Context: an optimization exercise on an open-source flow, tuned for small area, a short achievable clock period and few clock cycles per item. The choices shown serve that exercise and are no tape-out recipe.
The RTL was checked by simulation tests, not by an equivalence proof against the original design.

==> v37: inputs <==
==> flow/design.v (excerpt) <==
module svm_detection
(
    input [32:0] x,
    input data_valid,
    input clk,
    input reset,
    output [3:0] result_class,
    output new_result,
    output ready
);
    assign ready = 1'b1;
    reg [32:0] xr;
    reg v_x;
    always @(posedge clk) begin
        xr <= x;
        v_x <= reset ? 1'b0 : data_valid;
    end
    wire [377:0] e_c;
    wire [215:0] sh_c;
    wire [935:0] ad_c;
    svm_absd u_absd (.x(xr), .ad(ad_c));
    reg [935:0] ad_r;
    reg v_a;
    always @(posedge clk) begin
        ad_r <= ad_c;
        v_a <= reset ? 1'b0 : v_x;
    end
    svm_dsum u_dsum (.ad(ad_r), .e_all(e_c), .sh_all(sh_c));
    reg [593:0] es;
    reg v_d;
    always @(posedge clk) begin
        es <= {sh_c, e_c};
        v_d <= reset ? 1'b0 : v_a;
    end
    wire [2504:0] r_c;
    svm_kern u_kern (.e_all(es[377:0]), .sh_all(es[593:378]), .r_all(r_c));
  ...
==> flow/config.mk <==
export PLATFORM = sky130hd
export DESIGN_NAME = svm_detection
export DESIGN_NICKNAME = svm_detection
export VERILOG_FILES = /design/flow/design.v
export SDC_FILE = /design/flow/constraint.sdc
export NUM_CORES = 4
export LEC_CHECK = 0
export ABC_AREA = 1
export CAP_MARGIN = 20
export CORE_MARGIN = 2
export CORE_UTILIZATION = 30
export PLACE_DENSITY = 0.34
export SETUP_SLACK_MARGIN = 4
export SLEW_MARGIN = 20
==> flow/constraint.sdc <==
create_clock -name core_clock -period 8.0 [get_ports {clk}]
set_input_delay 1.6000 -clock core_clock [delete_from_list [all_inputs] [get_ports {clk}]]
set_output_delay 1.6000 -clock core_clock [all_outputs]
set_load 0.01 [all_outputs]
standard.sh (not shown) runs the stock make flow with config.mk's settings and CLKGATE_MAP_FILE= SYNTH_SCRIPT=/design/flow/synth_recipe.tcl, a recipe that flattens the netlist after the stock synthesis.
==> flow/flow/run.sh <==
#!/bin/bash
# The standard layout (standard.sh: ORFS synthesis to final layout, same
# settings), with only the global router's layer capacities changed by
# flow/fastroute.tcl. make's output goes to standard_flow.log; ORFS keeps
# each step's log under orfs/logs.
set -euo pipefail
bash standard.sh FASTROUTE_TCL="$PWD/flow/fastroute.tcl" finish > standard_flow.log 2>&1
==> flow/flow/fastroute.tcl <==
# Global routing as the platform's fastroute.tcl, but with less of met1 and met2
# offered to the global router: the many small cells' pins leave the detailed
# router little room on those layers, and the upper layers stay mostly empty.
set_global_routing_layer_adjustment met1 0.55
set_global_routing_layer_adjustment met2 0.35
set_global_routing_layer_adjustment met3 0.2
set_global_routing_layer_adjustment met4 0.2
set_global_routing_layer_adjustment met5 0.2

set_routing_layers -clock $::env(MIN_CLK_ROUTING_LAYER)-$::env(MAX_ROUTING_LAYER)
set_routing_layers -signal $::env(MIN_ROUTING_LAYER)-$::env(MAX_ROUTING_LAYER)
==> v9: changes against v37 <==
--- a/flow/flow/fastroute.tcl
+++ b/flow/flow/fastroute.tcl
@@ -2,6 +2,6 @@
 # offered to the global router: the many small cells' pins leave the detailed
 # router little room on those layers, and the upper layers stay mostly empty.
-set_global_routing_layer_adjustment met1 0.55
-set_global_routing_layer_adjustment met2 0.35
+set_global_routing_layer_adjustment met1 0.7
+set_global_routing_layer_adjustment met2 0.45
 set_global_routing_layer_adjustment met3 0.2
 set_global_routing_layer_adjustment met4 0.2
--- a/flow/config.mk
+++ b/flow/config.mk
@@ -8,7 +8,9 @@
 export ABC_AREA = 1
 export CAP_MARGIN = 20
+export CELL_PAD_IN_SITES_DETAIL_PLACEMENT = 1
+export CELL_PAD_IN_SITES_GLOBAL_PLACEMENT = 1
 export CORE_MARGIN = 2
 export CORE_UTILIZATION = 30
-export PLACE_DENSITY = 0.34
+export PLACE_DENSITY = 0.5
 export SETUP_SLACK_MARGIN = 4
 export SLEW_MARGIN = 20
==> run notes <==
Critical path depth: v9 is lower than v37 (3). Against v37, the global-route usage of v9 is higher by 11 points. In synthesized cell count, v37 and v9 do not differ. Of v9 and v37, v37 has the higher register-to-register slack (gap 0.02 ns). In v9 the sequential share of layout area is lower than in v37, by 0.055 points. v37 went through all stages and came out clean. v9 produced a layout that fails on capacitance limit, slew limit. Clock skew: v9 is lower than v37 (0.026 ns). Against v9, the via count of v37 is smaller by 4.1%.
==> figures <==
quantity                                                 v37                             v9
GR Util met1                                           0.695                          0.785
Result of the run           no timing/DRC/antenna violations       finished with violations
Violated checks                                            -  capacitance limit, slew limit
Fin cells                                             100830                         101421
Fraction of area in multi-input gates                  0.640                          0.639
Crit-path most repeated cell                            fa_1                          inv_1
Sequential standard cell area                    90800 sq um                    90900 sq um
Vias per Instance                                       5.66                           5.86
Sequential cell area share                             0.170                          0.169
Met2 capacity usage during global routing              0.675                          0.757
Final-layout clock buffer total                          752                            745
Final GP Congestion                                     1.12                           1.16
Largest stage delay on the critical path             0.96 ns                        0.69 ns
Latest clock arrival within the worst-skew pair      1.28 ns                        1.31 ns
Max-slew headroom at the worst pin                    0.0422                        -0.0274
Testbench counts of v37, summed over its fixed seeds: cycles 1,024, items 960.
Testbench counts of v9, summed over its fixed seeds: cycles 1,024, items 960.

==> separate check: timing with driven ports <==
The results above use ideal ports. As a check the final layouts listed here were re-extracted and re-timed, cells and wires unchanged. Step 1: set_driving_cell puts a clkbuf_16 on clk and a buf_2 on each other input, an assumption about the parent block. Step 2 moves the port delays by t, midway between the first and last clock arrival at a register: inputs arrive t later, outputs are due t later. That takes back most of the time a late clock gives input paths. a / b / c = ideal ports / drivers / drivers and shift; a / b = the first two.
run	shift t [ns]	slack for setup (ns)	worst hold slack (ns)
v37	1.406	3.759 / 3.759 / 3.759	0.285 / 0.285 / 0.285
v9	1.468	3.737 / 3.737 / 3.737	0.321 / 0.321 / 0.321
